From an optimization exercise on the open Yosys and OpenROAD flow, aimed at small area; shortcuts taken in it are not production practice.
Where RTL was checked, it was by simulation tests only, not by an equivalence proof against the original.
The RTL of run 1 was laid out without a check of its function.
No driver is modelled on the clock port, so clocking that relies on it looks cheaper here than on a real chip.
Power is estimated from default activity; no workload was simulated.

**design/flow/design.v**
```verilog
`timescale 1ns/1ps
module top(
    input clk,
    input rst,
    output [8:0] RAM_address,
    output [7:0] RAM_data_in,
    input  [7:0] RAM_data_out,
    output RAM_rw
);
    localparam [2:0] CA = 3'd0;   
    localparam [2:0] CJ = 3'd1;   
    localparam [2:0] CE = 3'd3;   
    localparam [2:0] CI = 3'd2;   
    localparam [2:0] CL = 3'd4;   
    localparam [2:0] CS = 3'd6;   
    localparam [2:0] OADD = 3'd0, OSUB = 3'd1, OAND = 3'd2, OOR = 3'd3,
                     OSLT = 3'd4, OXOR = 3'd5, OSHL = 3'd6, OSHR = 3'd7;
    wire [2:0] ph;
    wire [3:0] stp;
    wire clr, cur;
    wire [2:0] cls;
    wire as, sload, we, pcw, zcmp, zld, ald, opx, opf, rw, last, region;
    wire [1:0] k, fsel;
    wire [2:0] dsrc;
    ctl u_ctl(.clk(clk), .rst(rst), .dm(RAM_data_out), .ph(ph), .stp(stp), .clr(clr), .cur(cur),
              .cls(cls), .as(as), .k(k), .fsel(fsel), .dsrc(dsrc), .sload(sload), .we(we), .pcw(pcw),
              .zcmp(zcmp), .zld(zld), .ald(ald), .opx(opx), .opf(opf), .rw(rw), .region(region));
    wire [2:0] S;
    reg  [2:0] f;
    always @* begin
        case (fsel)
            2'd0: f = RAM_data_out[2:0];
            2'd1: f = RAM_data_out[7:5];
            2'd2: f = RAM_data_out[5:3];
            default: f = S;
        endcase
    end
    wire P, wbit;
    rf u_rf(.clk(clk), .cur(cur), .f(f), .we(we), .clr(clr), .wbit(wbit), .P(P));
    wire pc_out, pcnew;
    wire [2:0] op;
    pcop u_pcop(.clk(clk), .cur(cur), .clr(clr), .ph(ph), .pcw(pcw), .pcnew(pcnew), .pc_out(pc_out),
                .dm(RAM_data_out), .opx(opx), .opf(opf), .op(op));
    dp u_dp(.clk(clk), .ph(ph), .stp(stp), .cls(cls), .clr(clr), .dm(RAM_data_out), .P(P), .pc_out(pc_out),
            .op(op), .as(as), .k(k), .dsrc(dsrc), .sload(sload), .pcw(pcw), .zcmp(zcmp), .zld(zld),
            .ald(ald), .region(region), .S(S), .wbit(wbit), .pcnew(pcnew),
            .RAM_address(RAM_address), .RAM_data_in(RAM_data_in));
    assign RAM_rw = rw & (ph == 3'd0) & ~clr;
endmodule
module ctl(
    input clk, input rst, input [7:0] dm,
    output [2:0] ph, output [3:0] stp, output reg clr, output reg cur, output reg [2:0] cls,
    output reg as, output reg [1:0] k, output reg [1:0] fsel, output reg [2:0] dsrc,
    output reg sload, output reg we, output reg pcw, output reg zcmp, output reg zld,
    output reg ald, output reg opx, output reg opf, output reg rw, output reg region
);
    localparam [2:0] CA = 3'd0, CJ = 3'd1, CE = 3'd3, CI = 3'd2, CL = 3'd4, CS = 3'd6;
    reg [6:0] t;
    assign ph = t[2:0];
    assign stp = t[6:3];
    reg last;
    wire iA = (cls == CA), iI = (cls == CI), iE = (cls == CE), iJ = (cls == CJ);
    wire iM = cls[2];                        
    wire iL = iM & ~cls[1];
    wire s0 = (stp == 4'd0), s1 = (stp == 4'd1), s2 = (stp == 4'd2), s3 = (stp == 4'd3);
    wire s4 = (stp == 4'd4), s5 = (stp == 4'd5), s6 = (stp == 4'd6), s7 = (stp == 4'd7);
    wire s8 = (stp == 4'd8), s12 = (stp == 4'd12), s13 = (stp == 4'd13);
    wire ai = iA | iI;
    always @* begin
        as    = s0 | s1 | (iA & (s2 | s12)) | (iI & s3) | ((iE | iM) & s4) | (iM & s3);
        k[0]  = ~s0 & ~(iA & s12) & ~(iM & s3);
        k[1]  = (s1 & ~(iE | iM)) | (iA & s12) | s4 | (iM & s3);
        fsel[0] = (ai & s4) | (iE & s2) | (iM & (s7 | s8));
        fsel[1] = (iA & s13) | (iM & (s7 | s8));
        dsrc[2] = 1'b0;
        dsrc[0] = (iA & s3) | (ai & s4) | (iE & s2) | (iM & s7 & ~iL);
        dsrc[1] = (iI & s2) | (ai & s4) | (iM & (s2 | s5 | (s7 & iL)));
        sload = ((iI | iM) & s2) | (iA & s3);
        we    = (iA & s13) | (iI & s12) | (iL & s8);
        pcw   = (iA & s13) | (iI & s12) | (iE & s5) | (iJ & s2) | (iM & s7);
        last  = (iA & s13) | (iI & s12) | (iE & s5) | (iJ & s2) | (iM & s8);
        zcmp  = iE & s3;
        zld   = iM & s4;
        ald   = iM & s6;
        opx   = iE & s4;
        opf   = iA & s2;
        rw    = iM & cls[1] & s8;
        region = ai & ~s0 & ~s1 & ~s2 & ~s3 & ~s4 & ~s12 & ~s13 & ~stp[3] | ai & stp[3] & ~stp[2];
    end
    always @(posedge clk) begin
        if (rst) begin
            t   <= 7'd0;
            clr <= 1'b1;
            cur <= 1'b0;
        end else if (clr) begin
            t   <= 7'd0;
            t[2:0] <= ph + 3'd1;
            if (ph == 3'd7) clr <= 1'b0;
        end else if (last & (ph == 3'd7)) begin
            t   <= 7'd0;
            cur <= ~cur;
        end else begin
            t <= t + 7'd1;
        end
        if (stp == 4'd1 && ph == 3'd0) cls <= {dm[7], dm[5] | dm[4], dm[4] | dm[3]};
    end
endmodule
module rf(input clk, input cur, input [2:0] f, input we, input clr, input wbit, output reg P);
    reg [7:0] R0 [1:7];
    reg [7:0] R1 [1:7];
    always @* begin
        P = 1'b0;
        if (f != 3'd0) P = cur ? R1[f][0] : R0[f][0];
    end
    wire [1:0] wc = {clr | (we & cur), clr | (we & ~cur)};
    wire [3:0] lo = {clr | (f[1:0] == 2'd3), clr | (f[1:0] == 2'd2), clr | (f[1:0] == 2'd1), clr | (f[1:0] == 2'd0)};
    wire [1:0] hi = {clr | f[2], clr | ~f[2]};
    integer i;
    always @(posedge clk) begin
        for (i = 1; i < 8; i = i + 1) begin
            R0[i] <= {(wc[0] & lo[i % 4] & hi[i / 4]) ? wbit : R0[i][0], R0[i][7:1]};
            R1[i] <= {(wc[1] & lo[i % 4] & hi[i / 4]) ? wbit : R1[i][0], R1[i][7:1]};
        end
    end
endmodule
module pcop(input clk, input cur, input clr, input [2:0] ph, input pcw, input pcnew, output pc_out,
            input [7:0] dm, input opx, input opf, output [2:0] op);
    localparam [2:0] OADD = 3'd0, OSUB = 3'd1, OAND = 3'd2, OOR = 3'd3,
                     OSLT = 3'd4, OXOR = 3'd5, OSHL = 3'd6, OSHR = 3'd7;
    reg [7:0] PC0, PC1;
    reg [2:0] OP0, OP1;
    assign pc_out = cur ? PC1[0] : PC0[0];
    assign op = cur ? OP1 : OP0;
    reg [2:0] fop;
    reg       fok;
    always @* begin
        fok = 1'b1;
        case (dm[5:0])
            6'd32: fop = OADD;
            6'd34: fop = OSUB;
            6'd36: fop = OAND;
            6'd37: fop = OOR;
            6'd38: fop = OXOR;
            6'd42: fop = OSLT;
            6'd4:  fop = OSHL;
            6'd7:  fop = OSHR;
            default: begin fop = OADD; fok = 1'b0; end
        endcase
    end
    wire opw  = opx | (opf & (ph == 3'd0) & fok);
    wire [2:0] opn = opx ? OXOR : fop;
    always @(posedge clk) begin
        PC0 <= {clr ? 1'b0 : (pcw && !cur) ? pcnew : PC0[0], PC0[7:1]};
        PC1 <= {clr ? (ph == 3'd2) : (pcw && cur) ? pcnew : PC1[0], PC1[7:1]};
        if (clr) begin
            OP0 <= OADD;
            OP1 <= OADD;
        end else if (opw) begin
            if (cur) OP1 <= opn; else OP0 <= opn;
        end
    end
endmodule
module dp(
    input clk, input [2:0] ph, input [3:0] stp, input [2:0] cls, input clr, input [7:0] dm,
    input P, input pc_out, input [2:0] op,
    input as, input [1:0] k, input [2:0] dsrc, input sload, input pcw, input zcmp, input zld,
    input ald, input region,
    output reg [2:0] S, output wbit, output pcnew,
    output [8:0] RAM_address, output [7:0] RAM_data_in
);
    localparam [2:0] CE = 3'd3, CJ = 3'd1;
    localparam [2:0] OADD = 3'd0, OSUB = 3'd1, OAND = 3'd2, OOR = 3'd3,
                     OSLT = 3'd4, OXOR = 3'd5, OSHL = 3'd6, OSHR = 3'd7;
    reg [7:0] A;
    reg       A8;
    reg [7:0] D;
    reg       C, Z;
    wire p0 = (ph == 3'd0);
    wire p7 = (ph == 3'd7);
    wire dp = dm[ph];
    wire Dout = D[0];
    wire subm = (op == OSUB) || (op == OSLT);
    wire bb   = Dout ^ subm;
    wire acin = p0 ? subm : C;
    wire asum = P ^ bb ^ acin;
    wire acout = (P & bb) | (acin & (P | bb));
    reg  ares;
    always @* begin
        case (op)
            OADD, OSUB: ares = asum;
            OAND: ares = P & Dout;
            OOR:  ares = P | Dout;
            OXOR: ares = P ^ Dout;
            OSLT: ares = 1'b0;
            default: ares = P;
        endcase
    end
    wire [2:0] kk = {stp[3], stp[1:0]};
    wire kact = (kk <= S);
    wire shl  = region & (op == OSHL) & kact;
    wire shr  = region & (op == OSHR) & kact;
    wire sltf = region & (op == OSLT) & (kk == 3'd1);
    wire kb   = (p0 & k[0]) | ((ph == 3'd1) & k[1]);
    wire pb   = as ? kb : ((cls == CE) & ~Z) ? dp : (ph == 3'd2);
    wire pcin = p0 ? 1'b0 : C;
    wire psum = pc_out ^ pb ^ pcin;
    wire pcout = (pc_out & pb) | (pcin & (pc_out | pb));
    assign pcnew = (cls == CJ) ? dp : psum;
    reg Din;
    always @* begin
        case (dsrc)
            3'd1: Din = P;
            3'd2: Din = dp;
            3'd3: Din = ares;
            default: begin
                if (shl) Din = p0 ? 1'b0 : C;
                else if (sltf) Din = p0 ? ~C : C;
                else if (shr) Din = p7 ? 1'b0 : D[1];
                else Din = Dout;
            end
        endcase
    end
    assign wbit = Dout & ~clr;
    always @(posedge clk) begin
        if (as) begin
            A  <= {psum, A[7:1]};
            A8 <= 1'b0;
        end else if (ald) begin
            A  <= {Dout, A[7:1]};
            A8 <= Z;
        end
        D <= {Din, D[7:1]};
        if (sload && ph < 3'd3) S <= {Din, S[2:1]};
        if (as || pcw) C <= pcout;
        else if (dsrc == 3'd3) C <= acout;
        else if (shl || sltf) C <= Dout;
        if (zcmp) Z <= (p0 ? 1'b0 : Z) | (Dout ^ P);
        else if (zld && p0) Z <= dm[0];
    end
    assign RAM_address = {A8, A};
    assign RAM_data_in = D;
endmodule
```
**design/flow/flow/run.sh**
```bash
#!/bin/bash
# The standard layout (standard.sh, unchanged synthesis), but with the
# smallest buffer on each port and a clock tree of small clock buffers
# without dummy loads. Each tool's output goes to the ORFS logs; the make
# output goes to standard.log here.
set -e
export BUFFER_PORTS_ARGS="-buffer_cell sky130_fd_sc_hd__buf_1"
export CTS_ARGS="-sink_clustering_enable -repair_clock_nets -dont_use_dummy_load -buf_list {sky130_fd_sc_hd__clkbuf_8} -sink_clustering_size 24 -sink_clustering_max_diameter 60"
bash standard.sh > standard.log 2>&1
```
**design/flow/standard.sh**
```bash
#!/bin/bash
# synth_recipe.tcl (not shown) runs the flow's synth.tcl, then flattens the netlist and writes it again
# the make line also repeats each setting of config.mk as NAME=value (left out here)
make -C /OpenROAD-flow-scripts/flow DESIGN_CONFIG=/design/flow/config.mk WORK_HOME=/design/flow/orfs CLKGATE_MAP_FILE= SYNTH_SCRIPT=/design/flow/synth_recipe.tcl "${@:-finish}"
```
**design/flow/config.mk**
```make
export PLATFORM = sky130hd
export DESIGN_NAME = top
export DESIGN_NICKNAME = top
export VERILOG_FILES = /design/flow/design.v
export SDC_FILE = /design/flow/constraint.sdc
export NUM_CORES = 4
export LEC_CHECK = 0
export ABC_AREA = 1
export CAP_MARGIN = 20
export CORE_MARGIN = 2
export CORE_UTILIZATION = 70
export SLEW_MARGIN = 20
```
**design/flow/constraint.sdc**
```tcl
create_clock -name core_clock -period 5.0 [get_ports {clk}]
set_input_delay 1.0000 -clock core_clock [delete_from_list [all_inputs] [get_ports {clk}]]
set_output_delay 1.0000 -clock core_clock [all_outputs]
set_load 0.01 [all_outputs]
```
==> metrics list, run 1 <==
- The flow ran to the end and the layout has no timing, DRC or antenna violations.
* Slowest cell on the critical path: sky130_fd_sc_hd__dfxtp_1
- The routed layout has 4,235 vias.
- # H-tree levels: 4
- TritonCTS built the clock tree.
- First-pass GRT wire length: 21.69 mm
* Final Setup Violations: 0
- Post-Syn Area: 5678 um2
* Num rows: 32
* Final standard cell count with taps included and fillers excluded: 703
- The largest single stage delay on the critical path is 0.65 ns.
- Broken down by cell family, the worst path's largest delay share belongs to simple AND/OR/NAND/NOR gates.
- Proportion of register bits with asynchronous set or reset after synthesis: 0%
* Initial antenna violation count: 0
- Max-capacitance violation count: 0
* Total negative slack: 0 ns
- Share of the cycle needed by the critical path after routing: 78.62%
- Clock Latency Late Sink: 0.46 ns
- Setup repair after global routing left no endpoint under its margin.
* Total Nets Final: 626
* Sum of buffers and inverters on the critical path: 3
* Routability Congestion: 0.9325
- Routed wire length per instance: 19.50 um
* Area growth from synthesis to final layout: 7.096%
- Of all nets on the critical path, the largest fanout is 10.
- Input/output buffers: 27
- Yosys mapped a number of flops with a built-in enable equal to 16.
* Post-cts sizing count: 0
- Routed Antenna Nets: 0
- Post-synthesis cell type count: 45
* Total Routing Usage GR: 33.89%
- The worst-case IR drop observed on VDD is 308.1 uV.
- Fraction of final layout cells with drive strength greater than 1: 9.651%
- For the worst setup path, the data arrival time is 4.22 ns.
* Initial Util: 72.72%
- Hold buffer count at CTS: 0
* Required time reported for the critical path endpoint: 5.29 ns
- Avg Synthesized Cell Area: 10.01 um2
- Maximum number of pins on one net before global-route repair: 17
- Sink count of the clock tree: 168
* Actual slew at the worst max-slew pin: 0.6799 ns
- Buffers from clock root to sink, at most: 2
- The cell sitting at the root of the clock tree is a sky130_fd_sc_hd__clkbuf_8.
- Register-to-register setup slack: 1.07 ns
- HP Class: flop to flop
* Worst-path clk slew: 0.09 ns
- The via count of the first global-routing pass came to 4,213.
* Worst-path cell chain: inv_2, nor2_1, nand3_2, nand2_4, nor2_2, nand3_1, nand3_2, nand2_4, inv_2, o21ai_0, nand3_2, nand2_1, fa_1, o211ai_1, o2111ai_1, o21ai_0, inv_1, a21oi_2
- Total clock buffers created by CTS: 17
- The HPWL after detailed placement is 9.428 mm.
* Worst clock skew on the final layout: 0.03193 ns
- Critical Path Sink Type: flop
- After synthesis the netlist holds a flip-flop and latch count of 168.
* Core area: 7807 um2
- Period minus WS final: 3.931 ns
* Total placed cells including tap cells: 686
- The analysis attributes to cell leakage a power of 2.535 nW.
- CP Launch Type: flop
- The total count of hold-check failures in the final report was 0.
* Detailed-router iteration count before antenna repair: 6
- I/O Pins: 28
- Sequential elements use 62.05% of the synthesized area.
- 0 antenna diodes ended up in the layout.
- In the synthesized netlist the dominant register cell turns out to be sky130_fd_sc_hd__dfxtp_1.
- Top achievable clock speed: 254.4 MHz
* WS Path Type: flop to flop
* Die width: 94.07 um
* Die Outline Area: 8848 um2
* Worst-case headroom to the max-slew limit: 54.37%
- The max-slew violation count is 0.
* Synth warn: 23
* Synthesized instance count: 567
- Mean number of vias per cell: 6.024
* Global route total overflow: 0
* Areal power density over the cells: 352.4 nW/um2
- In this run the post-CTS setup repair buffer count came out at 0.
* DRC marker count from the first detailed-route iteration: 421
- In the routed design, unresolved DRC markers number 0.
- Cell repeated most along the worst path: sky130_fd_sc_hd__nand3_2
* Total nets after synthesis: 590
- Wires add up to 13.71 mm.
* Vertical extent of the die: 94.07 um
-- layout make-up --
type | count | area [um2]
inverters | 58 | 220.2
repair buffers | 27 | 101.3
multi-input cells | 331 | 1874
flip-flops and latches | 168 | 3523
clock buffers | 17 | 234.0
well taps | 102 | 127.6
fillers | 461 | 1727
-- where the power goes --
part / internal (W) / total (W) / switching (W) / leakage (nW)
registers: 0.00136 / 0.00137 / 0.00000694 / 1.40
clock network: 0.000300 / 0.000706 / 0.000406 / 0.122
logic: 0.0000179 / 0.0000652 / 0.0000472 / 1.01
total: 0.00168 / 0.00214 / 0.000460 / 2.53
-- worst paths after layout --
kind / from / end / cells past startpoint
setup / recovery: u_ctl.t[6]$_SDFF_PP0_ / u_dp.S[2]$_DFFE_PP_ / 18
hold / removal: u_rf.R1[1][4]$_DFF_P_ / u_rf.R1[1][3]$_DFF_P_ / 0
setup reg to reg: u_ctl.t[6]$_SDFF_PP0_ / u_dp.S[2]$_DFFE_PP_ / 18
hold reg to reg: u_rf.R1[1][4]$_DFF_P_ / u_rf.R1[1][3]$_DFF_P_ / 0
-- cells by family (layout without fill, tap and decap cells) --
group / count (synthesis) / in the layout / share of synthesized area, %
muxes: 1 / 1 / 0.1763
and+or+nand+nor: 225 / 225 / 19.94
buffers and inverters: 68 / 102 / 4.936
xor gates and xnor gates: 4 / 4 / 0.6169
AOI/OAI and AO/OA: 88 / 88 / 9.146
adders and majority gates: 13 / 13 / 3.129
DFF: 168 / 168 / 62.05
-- synth_stat cells (all sizes together) (3+ instances only) --
master,n,area [um2]
a211oi,5,37.54
nor3,7,35.03
nor2,55,259.0
o21ai,45,225.2
clkbuf,3,11.26
nand4,5,31.28
o2111ai,3,26.28
buf,7,48.79
nand3,47,295.3
o211ai,8,60.06
a21oi,18,97.60
dfxtp,152,3043
ha,11,137.6
edfxtp,16,480.5
nand2,104,464.2
inv,58,220.2
xor2,4,35.03
-- registers in the layout, summed over array words and instances, names as in the netlist, 3 cells and up --
| register | flops |
|---|---|
| u_dp.D | 8 |
| u_pcop.OP1 | 3 |
| u_rf.R0 | 56 |
| u_rf.R1 | 56 |
| u_pcop.OP0 | 3 |
| u_ctl.cls | 3 |
| u_ctl.t | 7 |
| u_dp.A | 8 |
| u_dp.S | 3 |
| u_pcop.PC0 | 8 |
| u_pcop.PC1 | 8 |
-- routing by layer --
metal,track usage [%],vias up,routed length (um)
met1,36.62,1939,4862
met2,57.02,269,6727
li1,-,1929,-
met4,23.43,0,1033
met3,9.791,98,1088
met5,0,-,0
-- cell usage in the layout (no fill, tap or decap), drive strengths merged, types with 2 or more instances in the layout --
cell type  synthesis  layout
or2                2       2
o21ai             45      45
fa                 2       2
and2               2       2
dfxtp            152     152
buf                7      27
a211oi             5       5
o211ai             8       8
clkbuf             3      17
nor3               7       7
nor2              55      55
edfxtp            16      16
xor2               4       4
o2111ai            3       3
o31ai              2       2
ha                11      11
nand2            104     104
nand3             47      47
nor4               2       2
inv               58      58
nand4              5       5
a21oi             18      18
-- stage by stage --
step	hold WS (ns)	worst slack [ns]	util (%)	power, W	area (um2)
4_1_cts	0.3098	1.181	77.88	0.002144	6081
3_5_place_dp	0.3128	1.231	74.89	0.001462	5847
6_report	0.3088	1.069	77.88	0.002143	6081
2_1_floorplan	0.3096	1.717	-	0.001440	5678
3_3_place_gp	0.3107	1.500	74.89	0.001457	5847
5_1_grt	0.3132	0.8504	77.88	0.002194	6081
==> run 2, diff against run 1 <==
--- a/design/flow/design.v
+++ b/design/flow/design.v
@@ -49,7 +49,7 @@
 endmodule
 module ctl(
     input clk, input rst, input [7:0] dm,
-    output [2:0] ph, output [3:0] stp, output reg clr, output reg cur, output reg [2:0] cls,
+    output [2:0] ph, output [3:0] stp, output clr, output reg cur, output reg [2:0] cls,
     output reg as, output reg [1:0] k, output reg [1:0] fsel, output reg [2:0] dsrc,
     output reg sload, output reg we, output reg pcw, output reg zcmp, output reg zld,
     output reg ald, output reg opx, output reg opf, output reg rw, output reg region
@@ -59,6 +59,7 @@
     assign ph = t[2:0];
     assign stp = t[6:3];
     reg last;
+    assign clr = &stp;
     wire iA = (cls == CA), iI = (cls == CI), iE = (cls == CE), iJ = (cls == CJ);
     wire iM = cls[2];                        
     wire iL = iM & ~cls[1];
@@ -89,13 +90,8 @@
     end
     always @(posedge clk) begin
         if (rst) begin
-            t   <= 7'd0;
-            clr <= 1'b1;
+            t   <= 7'b1111_000;
             cur <= 1'b0;
-        end else if (clr) begin
-            t   <= 7'd0;
-            t[2:0] <= ph + 3'd1;
-            if (ph == 3'd7) clr <= 1'b0;
         end else if (last & (ph == 3'd7)) begin
             t   <= 7'd0;
             cur <= ~cur;
@@ -233,7 +229,7 @@
         if (sload && ph < 3'd3) S <= {Din, S[2:1]};
         if (as || pcw) C <= pcout;
         else if (dsrc == 3'd3) C <= acout;
-        else if (shl || sltf) C <= Dout;
+        else C <= Dout;
         if (zcmp) Z <= (p0 ? 1'b0 : Z) | (Dout ^ P);
         else if (zld && p0) Z <= dm[0];
     end
==> design/flow/flow/run.sh (replaced) <==
#!/bin/bash
# The standard layout (standard.sh) with three changes:
#  - synthesis maps the logic with the area-oriented ABC script in
#    flow/abc_area.script and without the full-adder extraction (same
#    Yosys passes otherwise, same registers and names);
#  - each port gets the smallest buffer (buf_1);
#  - the clock tree is built from small clock buffers, without dummy loads.
# The ORFS logs of every step stay under orfs/logs; make's output goes to
# standard.log here.
set -e
rm -rf scripts_area
cp -r "$FLOW_HOME/scripts" scripts_area
cp flow/abc_area.script scripts_area/abc_area.script
export SCRIPTS_DIR="$PWD/scripts_area"
export ADDER_MAP_FILE=
export BUFFER_PORTS_ARGS="-buffer_cell sky130_fd_sc_hd__buf_1"
export CTS_ARGS="-sink_clustering_enable -repair_clock_nets -dont_use_dummy_load -buf_list {sky130_fd_sc_hd__clkbuf_8}"
bash standard.sh > standard.log 2>&1
==> design/flow/flow/abc_area.script (new file) <==
strash
ifraig
scorr
dc2
strash
dch -f
amap
==> run 2 against run 1 <==
Effect of this change: still clean; die area decreased by 9.1%; hold slack improved by 0.019 ns; core utilization increased by 1.2 points; sequential power increased by 8%; first-iteration DRC count increased by 76%; wire length increased by 4.4%; clock power increased by 2%; fmax decreased by 19%; combinational power increased by 63%; flip-flop and latch count decreased by 1; sequential share of layout area increased by 3.7 points; critical path type unchanged; highest routed layer unchanged.
==> metrics list, run 2 <==
- Hold buffer count at CTS: 0
- Setup violations remaining at the end of the flow were counted as 0.
- Top library cells by usage in the layout, fill and taps aside: sky130_fd_sc_hd__dfxtp_1, sky130_fd_sc_hd__nor2_1, sky130_fd_sc_hd__clkinv_1
- Along the worst hold path, the cell count comes to 0.
- Setup slack on the worst reg-to-reg path comes out at 0.15 ns.
- For this design the total switching power over the nets is 0.0005388 W.
- Worst-case headroom to the max-slew limit: 42.00%
- The routed design has 14.31 mm of wire.
- Clock Latency Late Sink: 0.46 ns
- Maximum vdd ir drop: 424.3 uV
- Initial Util: 71.63%
- Counting flops with a built-in enable in the synthesized netlist gives 15.
- By area the synthesized netlist is led by sky130_fd_sc_hd__dfxtp_1, sky130_fd_sc_hd__edfxtp_1, sky130_fd_sc_hd__nor2_1, sky130_fd_sc_hd__clkinv_1, sky130_fd_sc_hd__o22ai_1.
- For this design the top-level I/O count stands at 28.
- Share of synthesized area occupied by flip-flops and latches: 67.96%
* Root Driver: sky130_fd_sc_hd__clkbuf_8
* Routability Congestion: 1.014
- The sequential cells in the finished layout cover a total of 3495 um2.
- Static Leakage: 2.121 nW
- During placement, the flow inserted port buffers numbering 27.
* Slew Limit Fails: 0
- The worst setup path is launched from a flop.
* Combined area of the multi-input logic cells: 1474 um2
- Fraction of power consumed by sequential logic: 64.1%
- Max-capacitance violation count: 0
- Initial antenna violation count: 0
- Area growth from synthesis to final layout: 10.35%
- Proportion of register bits with asynchronous set or reset after synthesis: 0%
- # H-tree levels: 4
- Final standard cell count with taps included and fillers excluded: 646
- Global route total overflow: 0
- Vias in the first global route: 4,083
- Dividing the detail-routed via count by the number of cells gives 6.624.
- After filler insertion, the fill cell instance count of the layout stands at 423.
- Period minus WS final: 4.853 ns
- Clock tree synthesis found a total of 167 sinks.
- TritonCTS built the clock tree.
- Once routing completed, OpenROAD measured the worst setup slack at 0.1469 ns.
- Counting along the longest clock path gives a buffer depth of 2.
- Peak fanout along the critical path: 7
- Die Outline Area: 8044 um2
* Total Nets Final: 559
- Pwr Total: 0.002309 W
- First element of the critical path: u_ctl.t[4]$_SDFF_PP1_
- In this run switching power makes up 23.33% of total power.
- Static timing analysis puts the maximum clock frequency at 206.1 MHz.
- The number of nets handed over by synthesis was 509.
- Routed Antenna Nets: 0
- Depth of the worst register-to-register path: 25
- DRC marker count from the first detailed-route iteration: 740
- Counting the buffers created by CTS gives 17.
* Detailed-router iteration count before antenna repair: 10
- Most used standard cell by instance count after synthesis: sky130_fd_sc_hd__dfxtp_1
- Across every metal layer, demand over resource in global routing totals 37.87%.
- Worst r2r src: u_ctl.t[4]$_SDFF_PP1_
* Critical Path Sink Type: flop
* Total placed cells including tap cells: 629
- Num rows: 31
- Share of power burned in the clock network: 31.3%
- Flop and latch count out of synthesis: 167
* HP Class: flop to flop
* Actual slew at the worst max-slew pin: 0.8480 ns
- Summed over its instances, the top area cell type makes up 59.20% of the synthesized netlist area.
* Top flip-flop cell by instance count after synthesis: sky130_fd_sc_hd__dfxtp_1
- Worst clock skew on the final layout: 0.04008 ns
- Vertical extent of the die: 89.69 um
- Arrival time at the worst endpoint: 5.03 ns
- In this run the cell area of the synthesized design comes to 5140 um2.
- Core area: 7176 um2
- Dividing the detail-routed wire length by the instance count gives 22.15 um.
- For the final routed database, the setup TNS stands at 0 ns.
* Detailed-route DRC error count: 0
- For hold timing, the worst endpoint is u_rf.R0[7][1]$_DFF_P_.
- By count the netlist is led by sky130_fd_sc_hd__dfxtp_1, sky130_fd_sc_hd__nor2_1, sky130_fd_sc_hd__clkinv_1.
* Synthesized instance count: 499
- The total count of hold-check failures in the final report is 0.
* Via count: 4,279
- Clock-pin slew was measured on the worst setup and hold paths at 0.08 ns.
- The largest registers in the layout are u_rf.R0 (56), u_rf.R1 (56).
- Cell Int Power: 0.001771 W
- Share of the cycle needed by the critical path after routing: 97.06%
* Total half-perimeter wirelength after legalization and detailed placement: 9.487 mm
- Post-synthesis cell type count: 36
- Dividing total power by cell area gives a power density of 407.2 nW/um2.
- The first global-routing pass estimated 21.40 mm of wire.
- Ant. Diodes: 0
- The post-route netlist has 6.033% of its cells at a drive strength greater than 1.
- The worst hold path begins at u_rf.R0[7][2]$_DFF_P_.
- The die is 89.69 um wide.
- Leaving out fill and tap cells, the most frequent cell in the layout is sky130_fd_sc_hd__dfxtp_1.
- The worst register-to-register path ends at u_dp.S[2]$_DFFE_PP_.
- The flow ran to the end and the layout has no timing, DRC or antenna violations.
- The largest total area in the synthesized netlist belongs to sky130_fd_sc_hd__dfxtp_1.
- Dividing the synthesized area by the synthesized cell count gives 10.30 um2.
* Maximum number of pins on one net before global-route repair: 26
* Worst slack at placement: 0.05777 ns
- WS Path Type: flop to flop
- Combinational fraction of design power: 4.6%
- At the worst endpoint, the required time is 5.17 ns.
- Synth warn: 23
==> run 2: area by class of cell <==
cell class | instances | area share (%)
repair buffers | 33 | 2.581
flip-flops and latches | 167 | 61.61
well taps | 99 | 2.184
inverters | 53 | 3.508
multi-input cells | 277 | 25.99
clock buffers | 17 | 4.125
==> run 2: worst max-delay path by stage <==
stage / cells after the start / end
after CTS: 24 / u_dp.S[2]$_DFFE_PP_
after global routing: 25 / u_dp.S[2]$_DFFE_PP_
after floorplan: 24 / u_dp.S[2]$_DFFE_PP_
final: 25 / u_dp.S[2]$_DFFE_PP_
after global placement: 24 / u_dp.S[2]$_DFFE_PP_
after detailed placement: 24 / u_dp.S[2]$_DFFE_PP_
==> run 2: kinds of logic after synthesis <==
kind of cell	synth area share, %
DFF	67.96
and+or+nand+nor	13.88
AOI/OAI and AO/OA	14.00
buffers and inverters	4.163
==> run 2: timing repair <==
| item | in CTS | in global routing |
|---|---|---|
| setup buffers | 0 | 0 |
| setup endpoints to repair | 1 | 3 |
| gates resized for setup | 1 | 14 |
| pin swaps | 0 | 1 |
==> run 2: power groups by stage <==
stage / combinational (W) / sequential [W] / clock (W)
6_report: 0.000106 / 0.00148 / 0.000722
5_1_grt: 0.000112 / 0.00148 / 0.000775
4_1_cts: 0.0000990 / 0.00148 / 0.000718
3_5_place_dp: 0.0000960 / 0.00150 / 0
3_3_place_gp: 0.0000889 / 0.00149 / 0
2_1_floorplan: 0.0000619 / 0.00149 / 0
==> run 2: critical path: stages, from the launching register on <==
cell	delay [ns]
sky130_fd_sc_hd__dfxtp_1	0.41
sky130_fd_sc_hd__nor2_4	0.15
sky130_fd_sc_hd__clkinv_1	0.09
sky130_fd_sc_hd__nor2_1	0.15
sky130_fd_sc_hd__clkinv_1	0.17
sky130_fd_sc_hd__nor2_2	0.21
sky130_fd_sc_hd__clkinv_1	0.18
sky130_fd_sc_hd__o21ai_2	0.13
sky130_fd_sc_hd__clkinv_1	0.17
sky130_fd_sc_hd__nand3_1	0.14
sky130_fd_sc_hd__nor2_1	0.08
sky130_fd_sc_hd__o32ai_2	0.26
sky130_fd_sc_hd__buf_4	0.21
sky130_fd_sc_hd__nor3_1	0.08
sky130_fd_sc_hd__nand2_1	0.10
sky130_fd_sc_hd__o211ai_1	0.17
sky130_fd_sc_hd__a2111oi_2	0.45
sky130_fd_sc_hd__o22ai_1	0.18
sky130_fd_sc_hd__nand2_1	0.21
sky130_fd_sc_hd__clkinv_1	0.13
sky130_fd_sc_hd__nor2b_1	0.17
sky130_fd_sc_hd__or2_0	0.18
sky130_fd_sc_hd__nor2_1	0.05
sky130_fd_sc_hd__a21oi_1	0.13
sky130_fd_sc_hd__o2111ai_1	0.12
sky130_fd_sc_hd__a31o_1	0.25
==> run 2: metal layers <==
metal	global-route usage (%)	vias to the layer above	share of wire (%)
li1	-	1833	-
met5	0	-	0
met1	41.85	1954	34
met4	29.04	0	8.1
met3	13.07	128	10
met2	59.83	364	47
==> run 2: per-stage QoR <==
step | utilization [%] | cell area [um2] | hold WS [ns]
2_1_floorplan | - | 5140 | 0.3096
3_3_place_gp | 75.19 | 5395 | 0.3116
3_5_place_dp | 75.19 | 5395 | 0.3121
4_1_cts | 78.48 | 5632 | 0.3211
5_1_grt | 79.04 | 5672 | 0.3196
6_report | 79.04 | 5672 | 0.3281
==> run 3, diff against run 2 <==
--- a/design/flow/design.v
+++ b/design/flow/design.v
@@ -22,9 +22,10 @@
     wire as, sload, we, pcw, zcmp, zld, ald, opx, opf, rw, last, region;
     wire [1:0] k, fsel;
     wire [2:0] dsrc;
+    wire g;
     ctl u_ctl(.clk(clk), .rst(rst), .dm(RAM_data_out), .ph(ph), .stp(stp), .clr(clr), .cur(cur),
               .cls(cls), .as(as), .k(k), .fsel(fsel), .dsrc(dsrc), .sload(sload), .we(we), .pcw(pcw),
-              .zcmp(zcmp), .zld(zld), .ald(ald), .opx(opx), .opf(opf), .rw(rw), .region(region));
+              .zcmp(zcmp), .zld(zld), .ald(ald), .opx(opx), .opf(opf), .rw(rw), .region(region), .g(g));
     wire [2:0] S;
     reg  [2:0] f;
     always @* begin
@@ -36,7 +37,7 @@
         endcase
     end
     wire P, wbit;
-    rf u_rf(.clk(clk), .cur(cur), .f(f), .we(we), .clr(clr), .wbit(wbit), .P(P));
+    rf u_rf(.clk(clk), .f(f), .we(we), .clr(clr), .wbit(wbit), .P(P));
     wire pc_out, pcnew;
     wire [2:0] op;
     pcop u_pcop(.clk(clk), .cur(cur), .clr(clr), .ph(ph), .pcw(pcw), .pcnew(pcnew), .pc_out(pc_out),
@@ -52,14 +53,15 @@
     output [2:0] ph, output [3:0] stp, output clr, output reg cur, output reg [2:0] cls,
     output reg as, output reg [1:0] k, output reg [1:0] fsel, output reg [2:0] dsrc,
     output reg sload, output reg we, output reg pcw, output reg zcmp, output reg zld,
-    output reg ald, output reg opx, output reg opf, output reg rw, output reg region
+    output reg ald, output reg opx, output reg opf, output reg rw, output reg region,
+    output reg g
 );
     localparam [2:0] CA = 3'd0, CJ = 3'd1, CE = 3'd3, CI = 3'd2, CL = 3'd4, CS = 3'd6;
     reg [6:0] t;
     assign ph = t[2:0];
     assign stp = t[6:3];
     reg last;
-    assign clr = &stp;
+    assign clr = &stp[3:1];
     wire iA = (cls == CA), iI = (cls == CI), iE = (cls == CE), iJ = (cls == CJ);
     wire iM = cls[2];                        
     wire iL = iM & ~cls[1];
@@ -67,56 +69,63 @@
     wire s4 = (stp == 4'd4), s5 = (stp == 4'd5), s6 = (stp == 4'd6), s7 = (stp == 4'd7);
     wire s8 = (stp == 4'd8), s12 = (stp == 4'd12), s13 = (stp == 4'd13);
     wire ai = iA | iI;
-    always @* begin
-        as    = s0 | s1 | (iA & (s2 | s12)) | (iI & s3) | ((iE | iM) & s4) | (iM & s3);
-        k[0]  = ~s0 & ~(iA & s12) & ~(iM & s3);
-        k[1]  = (s1 & ~(iE | iM)) | (iA & s12) | s4 | (iM & s3);
+    wire rstep = (iA & (s3 | s4 | s13)) | (iI & (s4 | s12)) | (iE & (s2 | s3)) | (iM & (iL ? s8 : s7));
+    wire stall = rstep & (g ^ cur);
+    always @* begin
+        as    = s0 | s1 | (iA & (s2 | s12)) | (iI & s3) | (iE & s4) | (iM & (s3 | s5));
+        k[0]  = ~s0 & ~(iA & s12) & ~(iM & s5);
+        k[1]  = (s1 & ~(iE | iM)) | (iA & s12) | s4 | (iM & (s3 | s5));
         fsel[0] = (ai & s4) | (iE & s2) | (iM & (s7 | s8));
         fsel[1] = (iA & s13) | (iM & (s7 | s8));
         dsrc[2] = 1'b0;
         dsrc[0] = (iA & s3) | (ai & s4) | (iE & s2) | (iM & s7 & ~iL);
-        dsrc[1] = (iI & s2) | (ai & s4) | (iM & (s2 | s5 | (s7 & iL)));
+        dsrc[1] = (iI & s2) | (ai & s4) | (iM & (s2 | s4 | (s7 & iL)));
         sload = ((iI | iM) & s2) | (iA & s3);
         we    = (iA & s13) | (iI & s12) | (iL & s8);
         pcw   = (iA & s13) | (iI & s12) | (iE & s5) | (iJ & s2) | (iM & s7);
         last  = (iA & s13) | (iI & s12) | (iE & s5) | (iJ & s2) | (iM & s8);
         zcmp  = iE & s3;
-        zld   = iM & s4;
+        zld   = 1'b0;
         ald   = iM & s6;
         opx   = iE & s4;
         opf   = iA & s2;
         rw    = iM & cls[1] & s8;
         region = ai & ~s0 & ~s1 & ~s2 & ~s3 & ~s4 & ~s12 & ~s13 & ~stp[3] | ai & stp[3] & ~stp[2];
+        if (stall) begin
+            dsrc = 3'd0; sload = 0; we = 0; pcw = 0; last = 0; zcmp = 0;
+        end
     end
     always @(posedge clk) begin
         if (rst) begin
-            t   <= 7'b1111_000;
+            t   <= 7'b1110_000;
             cur <= 1'b0;
-        end else if (last & (ph == 3'd7)) begin
-            t   <= 7'd0;
-            cur <= ~cur;
+            g   <= 1'b0;
         end else begin
-            t <= t + 7'd1;
+            g <= g ^ (ph == 3'd7);
+            if (last & (ph == 3'd7)) begin
+                t   <= 7'd0;
+                cur <= ~cur;
+            end else begin
+                t[2:0] <= ph + 3'd1;
+                if ((ph == 3'd7) & ~stall) t[6:3] <= stp + 4'd1;
+            end
         end
         if (stp == 4'd1 && ph == 3'd0) cls <= {dm[7], dm[5] | dm[4], dm[4] | dm[3]};
     end
 endmodule
-module rf(input clk, input cur, input [2:0] f, input we, input clr, input wbit, output reg P);
-    reg [7:0] R0 [1:7];
-    reg [7:0] R1 [1:7];
+module rf(input clk, input [2:0] f, input we, input clr, input wbit, output reg P);
+    reg [15:0] R [1:7];
     always @* begin
         P = 1'b0;
-        if (f != 3'd0) P = cur ? R1[f][0] : R0[f][0];
-    end
-    wire [1:0] wc = {clr | (we & cur), clr | (we & ~cur)};
+        if (f != 3'd0) P = R[f][0];
+    end
     wire [3:0] lo = {clr | (f[1:0] == 2'd3), clr | (f[1:0] == 2'd2), clr | (f[1:0] == 2'd1), clr | (f[1:0] == 2'd0)};
     wire [1:0] hi = {clr | f[2], clr | ~f[2]};
+    wire w = clr | we;
     integer i;
     always @(posedge clk) begin
-        for (i = 1; i < 8; i = i + 1) begin
-            R0[i] <= {(wc[0] & lo[i % 4] & hi[i / 4]) ? wbit : R0[i][0], R0[i][7:1]};
-            R1[i] <= {(wc[1] & lo[i % 4] & hi[i / 4]) ? wbit : R1[i][0], R1[i][7:1]};
-        end
+        for (i = 1; i < 8; i = i + 1)
+            R[i] <= {(w & lo[i % 4] & hi[i / 4]) ? wbit : R[i][0], R[i][15:1]};
     end
 endmodule
 module pcop(input clk, input cur, input clr, input [2:0] ph, input pcw, input pcnew, output pc_out,
@@ -223,7 +232,7 @@
             A8 <= 1'b0;
         end else if (ald) begin
             A  <= {Dout, A[7:1]};
-            A8 <= Z;
+            if (p0) A8 <= dm[0];
         end
         D <= {Din, D[7:1]};
         if (sload && ph < 3'd3) S <= {Din, S[2:1]};
==> design/flow/flow/run.sh (replaced) <==
#!/bin/bash
# The standard layout (standard.sh) with these changes:
#  - synthesis maps the logic with the area-oriented ABC script in
#    flow/abc_area.script and without the full-adder extraction (same
#    Yosys passes otherwise, same registers and names);
#  - each port gets the smallest buffer (buf_1);
#  - the clock tree is built from clkbuf_8 without dummy loads, and right
#    after it is built each clock buffer is swapped for the smallest clock
#    buffer that keeps every flip-flop clock pin's slew under a margin
#    (flow/clkbuf_downsize.tcl).
# The ORFS logs of every step stay under orfs/logs; make's output goes to
# standard.log here.
set -e
rm -rf scripts_area
cp -r "$FLOW_HOME/scripts" scripts_area
cp flow/abc_area.script scripts_area/abc_area.script
cp flow/clkbuf_downsize.tcl scripts_area/clkbuf_downsize.tcl
sed -i 's|^log_cmd clock_tree_synthesis {\*}\$cts_args$|&\nsource $::env(SCRIPTS_DIR)/clkbuf_downsize.tcl|' scripts_area/cts.tcl
grep -q clkbuf_downsize scripts_area/cts.tcl
export SCRIPTS_DIR="$PWD/scripts_area"
export ADDER_MAP_FILE=
export BUFFER_PORTS_ARGS="-buffer_cell sky130_fd_sc_hd__buf_1"
export CTS_ARGS="-sink_clustering_enable -repair_clock_nets -dont_use_dummy_load -buf_list sky130_fd_sc_hd__clkbuf_8"
bash standard.sh > standard.log 2>&1
==> design/flow/flow/clkbuf_downsize.tcl (new file) <==
proc clkds_worst_slew {} {
  set worst 0
  foreach pin [get_pins -hierarchical */CLK] {
    set s [get_property $pin slew_max]
    if { $s > $worst } { set worst $s }
  }
  return $worst
}
set clkds_lim 0.105
estimate_parasitics -placement
puts "clkbuf_downsize: worst flip-flop clock slew before: [clkds_worst_slew]"
foreach clkds_inst [[ord::get_db_block] getInsts] {
  set clkds_master [[$clkds_inst getMaster] getName]
  if { ![string match sky130_fd_sc_hd__clkbuf_* $clkds_master] } { continue }
  set clkds_name [$clkds_inst getName]
  set clkds_leaf 0
  foreach clkds_it [[[$clkds_inst findITerm X] getNet] getITerms] {
    if { [[$clkds_it getMTerm] getName] == "CLK" } { set clkds_leaf 1 }
  }
  if { $clkds_leaf } {
    set clkds_cands {sky130_fd_sc_hd__clkbuf_4}
  } else {
    set clkds_cands {sky130_fd_sc_hd__clkbuf_2 sky130_fd_sc_hd__clkbuf_4}
  }
  foreach clkds_cand $clkds_cands {
    if { $clkds_cand == $clkds_master } { break }
    replace_cell [get_cells $clkds_name] $clkds_cand
    estimate_parasitics -placement
    if { [clkds_worst_slew] <= $clkds_lim } {
      puts "clkbuf_downsize: $clkds_name $clkds_master -> $clkds_cand"
      break
    }
    replace_cell [get_cells $clkds_name] $clkds_master
    estimate_parasitics -placement
  }
}
puts "clkbuf_downsize: worst flip-flop clock slew after: [clkds_worst_slew]"
--- a/design/flow/config.mk
+++ b/design/flow/config.mk
@@ -8,5 +8,5 @@
 export ABC_AREA = 1
 export CAP_MARGIN = 20
 export CORE_MARGIN = 2
-export CORE_UTILIZATION = 70
+export CORE_UTILIZATION = 55
 export SLEW_MARGIN = 20
==> run 3 against run 2 <==
Effect of this change: largest power group unchanged; combinational power is 44% lower; still clean on timing, DRC and antenna; fmax rose by 7.3%; non-clock buffer count shrank 2.
==> metrics list, run 3 <==
- The run finished with no timing, DRC or antenna violations.
- The startpoint identified for the worst register-to-register timing path is u_ctl.t[6]$_SDFFE_PP1P_.
- After synthesis, the mean cell area works out to 10.42 um2.
- Critical Path Sink Type: flop
- The worst pin sits at a relative slew slack of 46.29%.
- DRC marker count from the first detailed-route iteration: 256
- Top flip-flop cell by instance count after synthesis: sky130_fd_sc_hd__dfxtp_1
* Depth of the worst register-to-register path: 20
- Vias in the first global route: 3,553
- The final critical path takes up 90.48% of the cycle.
- Maximum vdd ir drop: 308.7 uV
- I/O Pins: 28
- Routability Congestion: 0.9699
- Leaving out fill and tap cells, the most frequent cells in the layout are sky130_fd_sc_hd__dfxtp_1, sky130_fd_sc_hd__nor2_1, sky130_fd_sc_hd__clkinv_1.
* HP Class: flop to flop
* Final Setup Violations: 0
* Total routed wirelength: 10.54 mm
- The max-slew violation count is 0.
- STA classifies the critical path startpoint as a flop.
- Num rows: 34
- Largest area contributor in the netlist: sky130_fd_sc_hd__dfxtp_1
* Storage element area: 3513 um2
- The register with the most flip-flops in the layout has 112 of them.
- TritonCTS built the clock tree.
- Relative to the synthesized area, the layout overhead comes to 8.987%.
- From bottom edge to top edge, the die measures 99.86 um.
- Detailed-route DRC error count: 0
* WS Path Type: flop to flop
- Between clock sinks in the finished design, the worst skew comes to 0.03572 ns.
* Worst-path clk slew: 0.10 ns
- Fraction of final layout cells with drive strength greater than 1: 4.708%
- For the worst setup path, the data required time is 5.37 ns.
- Actual slew at the worst max-slew pin: 0.7953 ns
* Leading cell type in the layout, fill and taps excluded: sky130_fd_sc_hd__dfxtp_1
- Detailed-router iteration count before antenna repair: 5
* Share of synthesized area occupied by flip-flops and latches: 69.52%
* Arrival time at the worst endpoint: 4.89 ns
- The die covers 9971 um2.
- Global route total overflow: 0
* Hold depth: 0
* First-pass GRT wire length: 17.53 mm
* Die width: 99.86 um
- In the final routed layout, each cell accounts on average for 16.49 um.
- Fillers: 722
- Fin util: 62.55%
- Total Routing Usage GR: 22.89%
- Post-Syn Area: 5054 um2
- Flop and latch count out of synthesis: 168
- The number of antenna violations at the first check in global routing came to 0.
- Static Leakage: 2.004 nW
- Buffers placed on the I/O ports in this run total 27.
- The path with the worst hold slack has its endpoint at u_rf.R[4][1]$_DFF_P_.
* Register-to-register setup slack: 0.48 ns
* Max-capacitance violation count: 0
* Total nets after synthesis: 495
- Via count: 3,559
- For this run, asynchronously set or reset flops after synthesis account for 0%.
* Final hold viol count: 0
- Number of post-CTS setup repair buffers: 0
- The detail route stage leaves a number of antenna-violating nets equal to 0.
* Mean number of vias per cell: 5.570
- Core area: 8806 um2
* Most used standard cell by instance count after synthesis: sky130_fd_sc_hd__dfxtp_1
* Launch instance of the worst min-delay path: u_rf.R[4][2]$_DFF_P_
* Synthesized instance count: 485
* Sink count of the clock tree: 168
- The worst register-to-register path ends at u_dp.S[2]$_DFFE_PP_.
* Post-cts sizing count: 0
- Based on the critical path, the design can be clocked at up to 221.0 MHz.
- Peak fanout along the critical path: 7
- The number of antenna diodes in the final layout is 0.
- Initial Util: 57.39%
- Total clock buffers created by CTS: 17
* Fraction of post-synthesis cell area in the top cell type by area: 60.61%
- For this design the ratio of total power to cell area is 377.3 nW/um2.
- Entering global routing, the biggest net connects 18 pins.
- In the final layout, the multi-input gates occupy 1321 um2.
- Largest reg by FF count: u_rf.R
- Hold timing on the final database bottoms out at a slack of 0.2992 ns.
* Post-synthesis cell type count: 36
- For the worst-skew pair, the clock arrives at the later sink with an insertion delay of 0.68 ns.
- Total half-perimeter wirelength after legalization and detailed placement: 7.582 mm
- Synth warn: 22
- Total Nets Final: 543
- Buffers inserted to repair hold after CTS numbered 0.
- The completed layout was analyzed and its total power is 0.002078 W.
* Period minus WS final: 4.524 ns
* EDFF count, synth: 15
- Ranked by instance count, the synthesized netlist is headed by sky130_fd_sc_hd__dfxtp_1, sky130_fd_sc_hd__nor2_1, sky130_fd_sc_hd__clkinv_1.
- Most area-consuming cells after synthesis: sky130_fd_sc_hd__dfxtp_1, sky130_fd_sc_hd__edfxtp_1, sky130_fd_sc_hd__nor2_1, sky130_fd_sc_hd__clkinv_1, sky130_fd_sc_hd__o22ai_1
-- run 3: changes by cell type in the layout (fill, tap and decap cells not counted), moves of 6 or more --
cell,delta
sky130_fd_sc_hd__clkbuf_8,-8
sky130_fd_sc_hd__o22ai_1,-6
sky130_fd_sc_hd__a21oi_1,-13
sky130_fd_sc_hd__clkbuf_4,+7
sky130_fd_sc_hd__clkinv_1,+9
-- run 3: metrics by stage --
stage | setup WS, ns | instances | cell area [um2] | setup TNS, ns
final | 0.4760 | 639 | 5508 | 0
after global routing | -0.003098 | 639 | 5508 | -0.003098
after CTS | 0.2091 | 639 | 5487 | 0
after detailed placement | 0.2694 | 622 | 5305 | 0
after global placement | 0.5468 | 622 | 5305 | 0
after floorplan | 1.058 | 485 | 5054 | 0
-- run 3: worst max path at each step --
stage          depth (start not counted)                    start                   to  slack, ns
2_1_floorplan                         23  u_ctl.t[4]$_SDFFE_PP1P_  u_dp.S[2]$_DFFE_PP_       1.06
3_3_place_gp                          23  u_ctl.t[4]$_SDFFE_PP1P_  u_dp.S[2]$_DFFE_PP_       0.55
3_5_place_dp                          21  u_ctl.t[4]$_SDFFE_PP1P_  u_dp.S[2]$_DFFE_PP_       0.27
4_1_cts                               21  u_ctl.t[4]$_SDFFE_PP1P_  u_dp.S[2]$_DFFE_PP_       0.21
5_1_grt                               23  u_ctl.t[4]$_SDFFE_PP1P_  u_dp.S[2]$_DFFE_PP_     -0.003
6_report                              20  u_ctl.t[6]$_SDFFE_PP1P_  u_dp.S[2]$_DFFE_PP_       0.48
-- run 3: cells by family after synthesis --
group / Yosys count / synth area share, %
DFF: 168 / 69.52
and+or+nand+nor: 165 / 14.04
AOI/OAI and AO/OA: 90 / 11.69
buffers and inverters: 62 / 4.754
-- run 3: per-layer routing --
metal	up-vias	routed length, um	GRT usage (%)
li1	1744	-	-
met1	1689	4691	28.08
met2	104	5157	38.83
met3	22	413	4.318
met4	0	274	11.49
met5	-	0	0
-- run 3: worst max-delay path, stage by stage, from the launching register on --
cell and delay [ns]:
sky130_fd_sc_hd__dfxtp_1 0.46, sky130_fd_sc_hd__clkinv_1 0.24, sky130_fd_sc_hd__nand2_1 0.16, sky130_fd_sc_hd__nor2_1 0.09, sky130_fd_sc_hd__clkinv_1 0.07, sky130_fd_sc_hd__nor2_1 0.06, sky130_fd_sc_hd__nor2_1 0.34, sky130_fd_sc_hd__nand3_1 0.20
sky130_fd_sc_hd__o21ai_0 0.53, sky130_fd_sc_hd__clkinv_1 0.22, sky130_fd_sc_hd__nand2_1 0.11, sky130_fd_sc_hd__a31oi_1 0.10, sky130_fd_sc_hd__o22ai_2 0.27, sky130_fd_sc_hd__clkinv_1 0.18, sky130_fd_sc_hd__nor2b_1 0.18, sky130_fd_sc_hd__nor2_1 0.08
sky130_fd_sc_hd__nor2_1 0.10, sky130_fd_sc_hd__a2111oi_0 0.07, sky130_fd_sc_hd__or4_1 0.40, sky130_fd_sc_hd__o311ai_0 0.11, sky130_fd_sc_hd__o311ai_0 0.26
-- run 3: where the power goes --
part | switching [W] | internal, W | leakage, nW
clock network | 0.000387 | 0.000226 | 0.101
registers | 0.0000122 | 0.00139 | 1.38
logic | 0.0000425 | 0.0000173 | 0.526
-- run 3: layout make-up --
cell class,count,share of cell area [%]
sequential,168,63.79
multi-input combinational,255,23.99
inverter,60,4.089
clock buffer,17,3.294
tap,108,2.453
timing repair buffer,31,2.385
==> run 4, diff against run 3 <==
--- a/design/flow/config.mk
+++ b/design/flow/config.mk
@@ -8,5 +8,5 @@
 export ABC_AREA = 1
 export CAP_MARGIN = 20
 export CORE_MARGIN = 2
-export CORE_UTILIZATION = 55
+export CORE_UTILIZATION = 65
 export SLEW_MARGIN = 20
==> run 4 against run 3 <==
Effect of this change: core utilization grew 9.1 points; critical path type unchanged; non-clock buffer count stayed put; worst setup slack got worse by 0.18 ns; flip-flop and latch count is the same; critical path depth fell by 2; largest cell class unchanged; first-iteration DRC count is 78% higher; fmax decreased by 3.8%.
==> metrics list, run 4 <==
* Run status: no timing/DRC/antenna violations
- Counting stages on the worst path, the most repeated cell is sky130_fd_sc_hd__clkinv_1.
- Area share of fa/ha/maj cells after synthesis: 0%
- At the end of routability-driven placement, the weighted congestion stood at 1.018.
- Of the cells placed in the final design, the portion with a size suffix greater than 1 is 4.331%.
- Most area-consuming cells after synthesis: sky130_fd_sc_hd__dfxtp_1, sky130_fd_sc_hd__edfxtp_1, sky130_fd_sc_hd__nor2_1, sky130_fd_sc_hd__clkinv_1, sky130_fd_sc_hd__o22ai_1
- OpenSTA, run right after detailed placement, puts the worst setup slack at 0.2067 ns.
- Routed wire length per instance: 18.45 um
* Input/output buffers: 27
- Slowest cell on the critical path: sky130_fd_sc_hd__o21ai_0
* Period minus WS final: 4.703 ns
- After synthesis the netlist holds a flip-flop and latch count of 168.
* Fraction of the mapped netlist area in compound gates: 11.69%
- After detailed placement, the total cell area comes to 5298 um2.
- Synthesized instance count: 485
* Total Nets Final: 543
* Worst-case headroom to the max-slew limit: 40.03%
* Initial Util: 66.08%
- The signal on the critical path passes through clkinv_1, nand2_1, nor2_1, clkinv_1, nor2_1, nor2_1, nand3_1, o21ai_0, clkinv_1, nand3_1, nand3_1, o22ai_1, clkinv_1, o21ai_0, nor4_1, or4_1, o311ai_0, o311ai_0.
* Most used standard cell by instance count after synthesis: sky130_fd_sc_hd__dfxtp_1
- On the worst path, the slowest cell contributes a delay of 0.64 ns.
- Via count: 3,725
* Fraction of post-synthesis cell area in the top cell type by area: 60.61%
* Maximum number of pins on one net before global-route repair: 18
- Max-capacitance violation count: 0
- The number of antenna violations at the first check in global routing was 0.
- Avg Synthesized Cell Area: 10.42 um2
- STA classifies the critical path startpoint as a flop.
* EDFF count, synth: 15
- The via count of the first global-routing pass was 3,621.
* Required time reported for the critical path endpoint: 5.45 ns
- Launch instance of the worst min-delay path: u_rf.R[1][7]$_DFF_P_
- Of all nets on the critical path, the largest fanout is 7.
- Worst-path clk slew: 0.11 ns
- Total Routing Usage GR: 29.34%
* Detailed-router iteration count before antenna repair: 6
* Sink count of the clock tree: 168
- Largest area contributor in the netlist: sky130_fd_sc_hd__dfxtp_1
- For this design the ratio of total power to cell area is 375.3 nW/um2.
- For the worst-skew pair, the clock arrives at the later sink with an insertion delay of 0.73 ns.
* Top library cells by usage in the layout, fill and taps aside: sky130_fd_sc_hd__dfxtp_1, sky130_fd_sc_hd__nor2_1, sky130_fd_sc_hd__clkinv_1
* Most instantiated cells after synthesis: sky130_fd_sc_hd__dfxtp_1, sky130_fd_sc_hd__nor2_1, sky130_fd_sc_hd__clkinv_1
* Clock tree from TritonCTS: yes
- 28 I/O pins were placed.
- Summing the areas of all and, or, nand and nor instances in the mapped netlist gives 14.04% of the synthesized area.
- Total negative slack: 0 ns
- In this run the worst setup path begins at u_ctl.t[6]$_SDFFE_PP1P_.
* WS Path Type: flop to flop
- Proportion of register bits with asynchronous set or reset after synthesis: 0%
- In this run the worst hold path is classified as flop to flop.
- The clock arrives with 0.04078 ns of skew.
- The library cell used most frequently in the layout, excluding fill and tap cells, is sky130_fd_sc_hd__dfxtp_1.
* Vertical extent of the die: 92.18 um
- Synthesis produced a netlist with a net count of 495.
- Number of flip-flops in the largest register: 112
- For the pin with the worst max-slew slack, the measured transition is 0.8880 ns.
- Mean number of vias per cell: 5.885
- IR analysis of the VDD net gives a maximum drop of 311.5 uV.
- The die covers 8496 um2.
- Setup repair after global routing left no endpoint under its margin.
* Area growth from synthesis to final layout: 8.418%
- Measured along the x axis, the die boundary spans 92.18 um.
- The first global-routing pass estimated 18.37 mm of wire.
- Summed over all layers, the global routing overflow is 0.
* Total routed wirelength: 11.68 mm
- Final Setup Violations: 0
- Top flip-flop cell by instance count after synthesis: sky130_fd_sc_hd__dfxtp_1
- Final Hold Slack: 0.3036 ns
- The repair_antennas step left the layout with diodes totalling 0.
- Post-synthesis cell type count: 36
- For this block, the initial DRC count from the detailed router was 455.
- Setup slack closes at 0.2966 ns.
* Number of post-CTS setup repair buffers: 0
* Post-route cell area: 5479 um2
- Summing the sequential cell areas from Yosys gives 69.52% of the chip area.
* Combinational family with the most area after synthesis: simple AND/OR/NAND/NOR gates
- Post-Syn Area: 5054 um2
* Total clock buffers created by CTS: 17
- Worst r2r src: u_ctl.t[6]$_SDFFE_PP1P_
- Derived from the worst setup path, the maximum achievable clock frequency is 212.6 MHz.
- During synthesis, Yosys emitted a total of 22 warnings.
- The total count of hold-check failures in the final report was 0.
- At the worst endpoint, the arrival time is 5.15 ns.
- In this run the standard cell core region covers 7647 um2.
* Share of the cycle needed by the critical path after routing: 94.07%
- Detailed placement finished with a half-perimeter wire length of 8.510 mm.
- u_rf.R holds more flip-flops than any other register.
- In the routed design, unresolved DRC markers number 0.
* Num rows: 32
* Multiplexer share of the synthesized area: 0%
- Once detail routing completed, the nets flagged for antenna violations numbered 0.
* Xor/xnor share of the synthesized area: 0%
- Static Leakage: 1.991 nW
* Critical Path Sink Type: flop
- The max-slew violation count was 0.
-- run 4: cell count changes in the layout (fill, tap and decap cells not counted) --
| cell | delta |
|---|---|
| sky130_fd_sc_hd__o22ai_1 | +1 |
| sky130_fd_sc_hd__o21ai_1 | -1 |
| sky130_fd_sc_hd__nor2_2 | -1 |
| sky130_fd_sc_hd__nor2_1 | +1 |
| sky130_fd_sc_hd__o21ai_0 | +1 |
| sky130_fd_sc_hd__clkbuf_4 | +2 |
| sky130_fd_sc_hd__o22ai_2 | -1 |
| sky130_fd_sc_hd__clkbuf_8 | -2 |
-- run 4: per-layer routing --
layer  wire length (um)  vias up  track usage [%]
met5                  0        -                0
met4                523        0            16.04
met1               4655     1735            33.75
met2               5755      192            49.88
met3                746       57            7.724
li1                   -     1741                -
-- run 4: report_power, final --
part            total, W  switching [W]  internal [W]
Clock           0.000588       0.000378      0.000210
Sequential       0.00141      0.0000141       0.00139
Combinational  0.0000614      0.0000443     0.0000172
-- run 4: path summary, 6_finish.rpt --
check                          to  slack (ns)  cells past startpoint
min          u_rf.R[1][6]$_DFF_P_        0.30                      0
max reg2reg   u_dp.S[2]$_DFFE_PP_        0.30                     18
min reg2reg  u_rf.R[1][6]$_DFF_P_        0.30                      0
max           u_dp.S[2]$_DFFE_PP_        0.30                     18
-- run 4: timing repair --
item                                    in CTS  in global routing
endpoints found under the setup margin       0                  2
resized for setup                            0                  2
hold buffers                                 0                  0
-- run 4: stage by stage --
step | total power (W) | cells | utilization (%)
2_1_floorplan | 0.001469 | 485 | -
3_3_place_gp | 0.001490 | 616 | 69.27
3_5_place_dp | 0.001495 | 616 | 69.27
4_1_cts | 0.002064 | 633 | 71.48
5_1_grt | 0.002119 | 633 | 71.65
6_report | 0.002056 | 633 | 71.65
-- run 4: cells by family after synthesis --
group | count (synthesis)
flops | 168
buf+inv | 62
simple gates | 165
compound gates | 90
-- run 4: cell type report --
type                       instances  area, um2
timing repair buffer              31      131.4
clock buffer                      17      168.9
tap                              102      127.6
inverter                          60      225.2
multi-input combinational        255       1313
fill                             523       2168
sequential                       168       3513
-- run 4: worst max-delay path, delay by kind of cell, from the launching register on --
family                 cells  cell delay, ns
AO/OA/AOI/OAI              5            1.62
AND/OR/NAND/NOR            9            1.61
buffers and inverters      4            0.79
flip-flops                 1            0.45

==> afterwards: timing with drivers on the ports <==
In the flow no input, the clock included, has a driving cell. The finished layouts below were timed again as built, in two steps. Step 1 assumes that a clkbuf_16 drives the clock port and a buf_2 every other input. Step 2 moves the port delays by t, midway between the first and last clock arrival at a register: inputs arrive t later, outputs are due t later. That takes back most of the time a late clock gives input paths. Slacks: no drivers / after step 1 / after step 2; pairs: no drivers / after step 1.
run	t, ns	slack for setup (ns)	hold slack, ns	worst register clock-pin slew, ns
run 1	0.477	1.069 / 1.069 / 0.956	0.309 / 0.309 / 0.309	0.10 / 0.10
run 2	0.474	0.147 / 0.147 / 0.147	0.328 / 0.328 / 0.328	0.09 / 0.09
run 3	0.692	0.476 / 0.476 / 0.476	0.299 / 0.299 / 0.299	0.10 / 0.10
run 4	0.737	0.297 / 0.297 / 0.297	0.304 / 0.304 / 0.304	0.11 / 0.11
After both steps setup and hold are still met in every run listed. The setup slack of run 1, which loses most, moves by 0.000 ns with the drivers and by -0.113 ns with both steps.
